Background: an optimization exercise with open tools, aiming at small area. Do not read the settings as production practice.
Power figures rest on the tool's default switching activity, not on a simulated workload.

==> 08-13 <==
// img_proc_top
module img_proc_top(
    input           i_clk,
    input           someport, 
    input           i_data_valid,
    input [11:0]    pixel_in,
    output          o_data_valid,
    output [17:0]   o_waddr,
    output [11:0]   o_data,
    input [2:0]     filter_sel
);
==> module img_proc_top, before the edit <==
module img_proc_top(
    input           i_clk,
    input           someport, 
    input           i_data_valid,
    input [11:0]    pixel_in,
    output          o_data_valid,
    output [17:0]   o_waddr,
    output [11:0]   o_data,
    input [2:0]     filter_sel
);
    wire rst   = someport;
    wire mode2 = (filter_sel == 3'd2);
    wire mode3 = (filter_sel == 3'd3);
    wire [3:0] r_in = pixel_in[11:8];
    wire [3:0] g_in = pixel_in[7:4];
    wire [3:0] b_in = pixel_in[3:0];
    wire [13:0] weighted_sum = (299 * r_in) + (587 * g_in) + (114 * b_in);
    wire [3:0] gray = weighted_sum / 1000;
    wire [11:0] pix_st = {mode3 ? gray : r_in, g_in, b_in};
    reg [4:0] wcol;      
    reg [2:0] wq;        
    reg [1:0] nrows;     
    reg [5:0] ph;        
    reg [9:0] ctr;       
    wire row_done = i_data_valid && (wcol == 5'd31);
    wire trigger  = row_done && (nrows == 2'd2);
    wire pop      = (ph >= 6'd2) && (ph <= 6'd33);   
    wire outv     = (ph >= 6'd5);                     
    always @(posedge i_clk) begin
        if (rst) begin
            wcol  <= 5'd0;
            wq    <= 3'b001;
            nrows <= 2'd0;
            ph    <= 6'd0;
        end else begin
            if (i_data_valid) wcol <= wcol + 5'd1;
            if (row_done) begin
                wq <= {wq[1:0], wq[2]};
                if (nrows != 2'd2) nrows <= nrows + 2'd1;
            end
            if (trigger) ph <= 6'd1;
            else if (ph == 6'd36) ph <= 6'd0;
            else if (ph != 6'd0) ph <= ph + 6'd1;
        end
    end
    always @(posedge i_clk) begin
        if (rst || ctr == 10'd767) ctr <= 10'd0;
        else if (outv) ctr <= ctr + 10'd1;
    end
    wire [35:0] tap [0:2];
    genvar k, i;
    generate
        for (k = 0; k < 3; k = k + 1) begin : g_q
            reg [383:0] d;
            reg [31:0]  v;
            wire is_w = wq[k];
            wire arr  = is_w && i_data_valid;
            wire [11:0] in31  = is_w ? pix_st : d[11:0];
            wire        vin31 = is_w ? i_data_valid : 1'b1;
            wire [30:0] mv = v[31:1] & ~v[30:0];    
            for (i = 0; i < 31; i = i + 1) begin : g_s
                always @(posedge i_clk)
                    if (pop || mv[i]) d[i*12 +: 12] <= d[(i+1)*12 +: 12];
            end
            always @(posedge i_clk)
                if (pop || arr) d[383:372] <= in31;
            always @(posedge i_clk) begin
                if (rst) v <= 32'd0;
                else if (pop) v <= {vin31, v[31:1]};
                else v <= (v & ~{mv, 1'b0}) | {arr, mv};
            end
            assign tap[k] = d[35:0];
        end
    endgenerate
    wire [35:0] Ot = ({36{wq[0]}} & tap[0]) | ({36{wq[1]}} & tap[1]) | ({36{wq[2]}} & tap[2]);
    wire [35:0] M  = ({36{wq[2]}} & tap[0]) | ({36{wq[0]}} & tap[1]) | ({36{wq[1]}} & tap[2]);
    wire [35:0] N  = ({36{wq[1]}} & tap[0]) | ({36{wq[2]}} & tap[1]) | ({36{wq[0]}} & tap[2]);
    reg [23:0] wrap;
    always @(posedge i_clk)
        if (ph == 6'd2) wrap <= Ot[23:0];
    wire last1 = (ph == 6'd32);
    wire last2 = (ph == 6'd33);
    wire [35:0] O = {last2 ? wrap[23:12] : (last1 ? wrap[11:0] : Ot[35:24]),
                     last2 ? wrap[11:0] : Ot[23:12],
                     Ot[11:0]};
    function [3:0] px(input [35:0] row, input integer j, input integer s);
        px = row[j*12 + (2-s)*4 +: 4];
    endfunction
    wire [3:0] gs [0:2];
    genvar s;
    generate
        for (s = 0; s < 3; s = s + 1) begin : g_gauss
            wire [5:0] hn = px(N,0,s) + 2*px(N,1,s) + px(N,2,s);
            wire [5:0] hm = px(M,0,s) + 2*px(M,1,s) + px(M,2,s);
            wire [5:0] ho = px(O,0,s) + 2*px(O,1,s) + px(O,2,s);
            wire [7:0] sum = hn + 2*hm + ho;
            assign gs[s] = sum[7:4];
        end
    endgenerate
    wire [3:0] p0 = px(N,0,0), p1 = px(N,1,0), p2 = px(N,2,0);
    wire [3:0] p3 = px(M,0,0),                 p5 = px(M,2,0);
    wire [3:0] p6 = px(O,0,0), p7 = px(O,1,0), p8 = px(O,2,0);
    wire [6:0] X  = p0 + p8 + p3 + p7 + 2*p6;
    wire [5:0] A  = p1 + p2 + p5;
    wire [5:0] B  = p3 + p6 + p7;
    wire edge_px = (X >= 7'd40) || ((X == 7'd39) && ({1'b0, A} >= {1'b0, B} + 7'd9));
    wire [11:0] res = mode3 ? {12{edge_px}} : {gs[0], gs[1], gs[2]};
    reg [11:0] r1, r2, r3;
    always @(posedge i_clk) begin
        r1 <= res;
        r2 <= r1;
        r3 <= r2;
    end
    assign o_data       = r3;
    assign o_data_valid = (mode2 || mode3) && outv;
    assign o_waddr      = {9'd0, ctr[9:1]};
endmodule
Settings: LEC_CHECK=0, CAP_MARGIN=20, CORE_MARGIN=2, CORE_UTILIZATION=60, SLEW_MARGIN=20; clock period 10.0 ns.
run.sh (not shown) runs the stock make flow with config.mk's settings and CLKGATE_MAP_FILE= SYNTH_SCRIPT=/design/flow/synth_recipe.tcl, a recipe that flattens the netlist after the stock synthesis.
==> 03-11: changes against 08-13 <==
==> flow/design.v (replaced) <==
`timescale 1ns / 1ps
module img_proc_top(
    input           i_clk,
    input           someport, 
    input           i_data_valid,
    input [11:0]    pixel_in,
    output          o_data_valid,
    output [17:0]   o_waddr,
    output [11:0]   o_data,
    input [2:0]     filter_sel
);
    wire rst   = someport;
    wire mode2 = (filter_sel == 3'd2);
    wire mode3 = (filter_sel == 3'd3);
    wire [3:0] r_in = pixel_in[11:8];
    wire [3:0] g_in = pixel_in[7:4];
    wire [3:0] b_in = pixel_in[3:0];
    wire [13:0] weighted_sum = (299 * r_in) + (587 * g_in) + (114 * b_in);
    wire [3:0] gray = weighted_sum / 1000;
    wire [11:0] pix_st = {mode3 ? gray : r_in, g_in, b_in};
    reg [4:0] wcol;      
    reg [1:0] wring;     
    reg [1:0] nrows;     
    reg [5:0] ph;        
    reg [9:0] ctr;       
    wire row_done = i_data_valid && (wcol == 5'd31);
    wire trigger  = row_done && (nrows == 2'd2);
    wire burst    = (ph >= 6'd5);
    always @(posedge i_clk) begin
        if (rst) begin
            wcol  <= 5'd0;
            wring <= 2'd0;
            nrows <= 2'd0;
            ph    <= 6'd0;
        end else begin
            if (i_data_valid) wcol <= wcol + 5'd1;
            if (row_done) begin
                wring <= wring + 2'd1;
                if (nrows != 2'd2) nrows <= nrows + 2'd1;
            end
            if (trigger) ph <= 6'd1;
            else if (ph == 6'd36) ph <= 6'd0;
            else if (ph != 6'd0) ph <= ph + 6'd1;
        end
    end
    always @(posedge i_clk) begin
        if (rst || ctr == 10'd767) ctr <= 10'd0;
        else if (burst) ctr <= ctr + 10'd1;
    end
    reg [383:0] ring [0:3];
    genvar k;
    generate
        for (k = 0; k < 4; k = k + 1) begin : g_ring
            wire wr  = (wring == k);
            wire en  = wr ? i_data_valid : burst;
            wire [11:0] tail_in = wr ? pix_st : ring[k][11:0];
            always @(posedge i_clk)
                if (en) ring[k] <= {tail_in, ring[k][383:12]};
        end
    endgenerate
    wire [1:0] ro = wring + 2'd1;
    wire [1:0] rm = wring + 2'd2;
    wire [1:0] rn = wring + 2'd3;
    wire [35:0] O = ring[ro][35:0];
    wire [35:0] M = ring[rm][35:0];
    wire [35:0] N = ring[rn][35:0];
    function [3:0] px(input [35:0] row, input integer j, input integer s);
        px = row[j*12 + (2-s)*4 +: 4];
    endfunction
    wire [3:0] gs [0:2];
    genvar s;
    generate
        for (s = 0; s < 3; s = s + 1) begin : g_gauss
            wire [5:0] hn = px(N,0,s) + 2*px(N,1,s) + px(N,2,s);
            wire [5:0] hm = px(M,0,s) + 2*px(M,1,s) + px(M,2,s);
            wire [5:0] ho = px(O,0,s) + 2*px(O,1,s) + px(O,2,s);
            wire [7:0] sum = hn + 2*hm + ho;
            assign gs[s] = sum[7:4];
        end
    endgenerate
    wire [3:0] p0 = px(N,0,0), p1 = px(N,1,0), p2 = px(N,2,0);
    wire [3:0] p3 = px(M,0,0),                 p5 = px(M,2,0);
    wire [3:0] p6 = px(O,0,0), p7 = px(O,1,0), p8 = px(O,2,0);
    wire [6:0] X  = p0 + p8 + p3 + p7 + 2*p6;
    wire [5:0] A  = p1 + p2 + p5;
    wire [5:0] B  = p3 + p6 + p7;
    wire edge_px = (X >= 7'd40) || ((X == 7'd39) && ({1'b0, A} >= {1'b0, B} + 7'd9));
    assign o_data       = mode3 ? {12{edge_px}} : {gs[0], gs[1], gs[2]};
    assign o_data_valid = (mode2 || mode3) && burst;
    assign o_waddr      = {9'd0, ctr[9:1]};
endmodule
- CORE_UTILIZATION: 60 -> 40
==> comparison <==
- In 08-13 the cell count is lower than in 03-11, by 7.4%.
- In 08-13 the design area is smaller than in 03-11, by 12%.
- In 08-13 the die area is lower than in 03-11, by 40%.
- Critical path depth: 08-13 is higher than 03-11 (12).
- Flip-flop and latch count: 08-13 is lower than 03-11 (227).
- Of 08-13 and 03-11, 08-13 has the higher combinational power (gap 36%, measured against 03-11).
- Between 03-11 and 08-13, the lower synthesized cell count is in 03-11 (gap about 12%, measured against 08-13).
- Between 03-11 and 08-13, the lower sequential power is in 08-13 (gap 12%, measured against 08-13).
- Against 03-11, the non-clock buffer count of 08-13 is higher by 71.
- Fmax: 03-11 is lower than 08-13 (1.5%).
- 08-13 produced a clean layout. 03-11 passed the timing, DRC and antenna checks.
==> figures <==
                                                               08-13           03-11
Final Instance Count excl. Fillers                              4559            4922
Crit path from                                           pixel_in[1]        wring[0]
Data required, critical path                                10.43 ns         8.00 ns
Wire length on met2                                         44600 um        43000 um
F_max                                                        106 MHz         105 MHz
Hold Path Origin                                               r2[6]    ring[2][315]
First-iteration detailed-routing DRC count                      2476            2974
Critical R2R Capture                                           r1[3]    ring[1][102]
DR vias                                                        25463           24701
XOR/XNOR share of the synthesized area                        0.878%          0.845%
Worst Hold Path EP                                             r3[6]    ring[2][303]
Area fraction in compound gates after synthesis                6.60%           4.42%
Total detailed-routing wirelength                           91600 um        96400 um
Status                                                finished clean  finished clean
Number of clock-tree buffers in the layout                       165             184
Internal power                                              10600 uW        11400 uW
CP bufs+invs                                                       6               3
Worst path max stage delay                                   0.61 ns         0.62 ns
Grt met3 use                                                   4.07%           2.75%
Effective utilization at floorplan                             60.8%           40.3%
Pin count of the biggest net entering global routing              96             185
FP Rows                                                          106             138
No functional check of the RTL was part of any run of this note.

==> afterwards: timing with drivers on the ports <==
No port has a modelled driver above. Below, the same layouts with a new extraction and two added sets of constraints.
Step 1 sets driving cells, clkbuf_16 on the clock port and buf_2 on the other inputs (assumed; they add their load-dependent delay and slew).
Step 2 moves the port delays by t, midway between the first and last clock arrival at a register: inputs arrive t later, outputs are due t later. That takes back most of the time a late clock gives input paths.
a / b / c = ideal ports / drivers / drivers and shift; a / b = the first two.
run | t (ns) | slack for setup (ns) | cell pins on the clock port's net
08-13 | 0.776 | 0.583 / 0.619 / -0.157 | 1
03-11 | 0.832 | 0.438 / 0.369 / -0.152 | 1
Met with ideal ports but missed after step 2: setup timing in 08-13 and 03-11. For 08-13, which loses most, drivers alone change the setup slack by +0.036 ns; drivers and shift together by -0.740 ns.
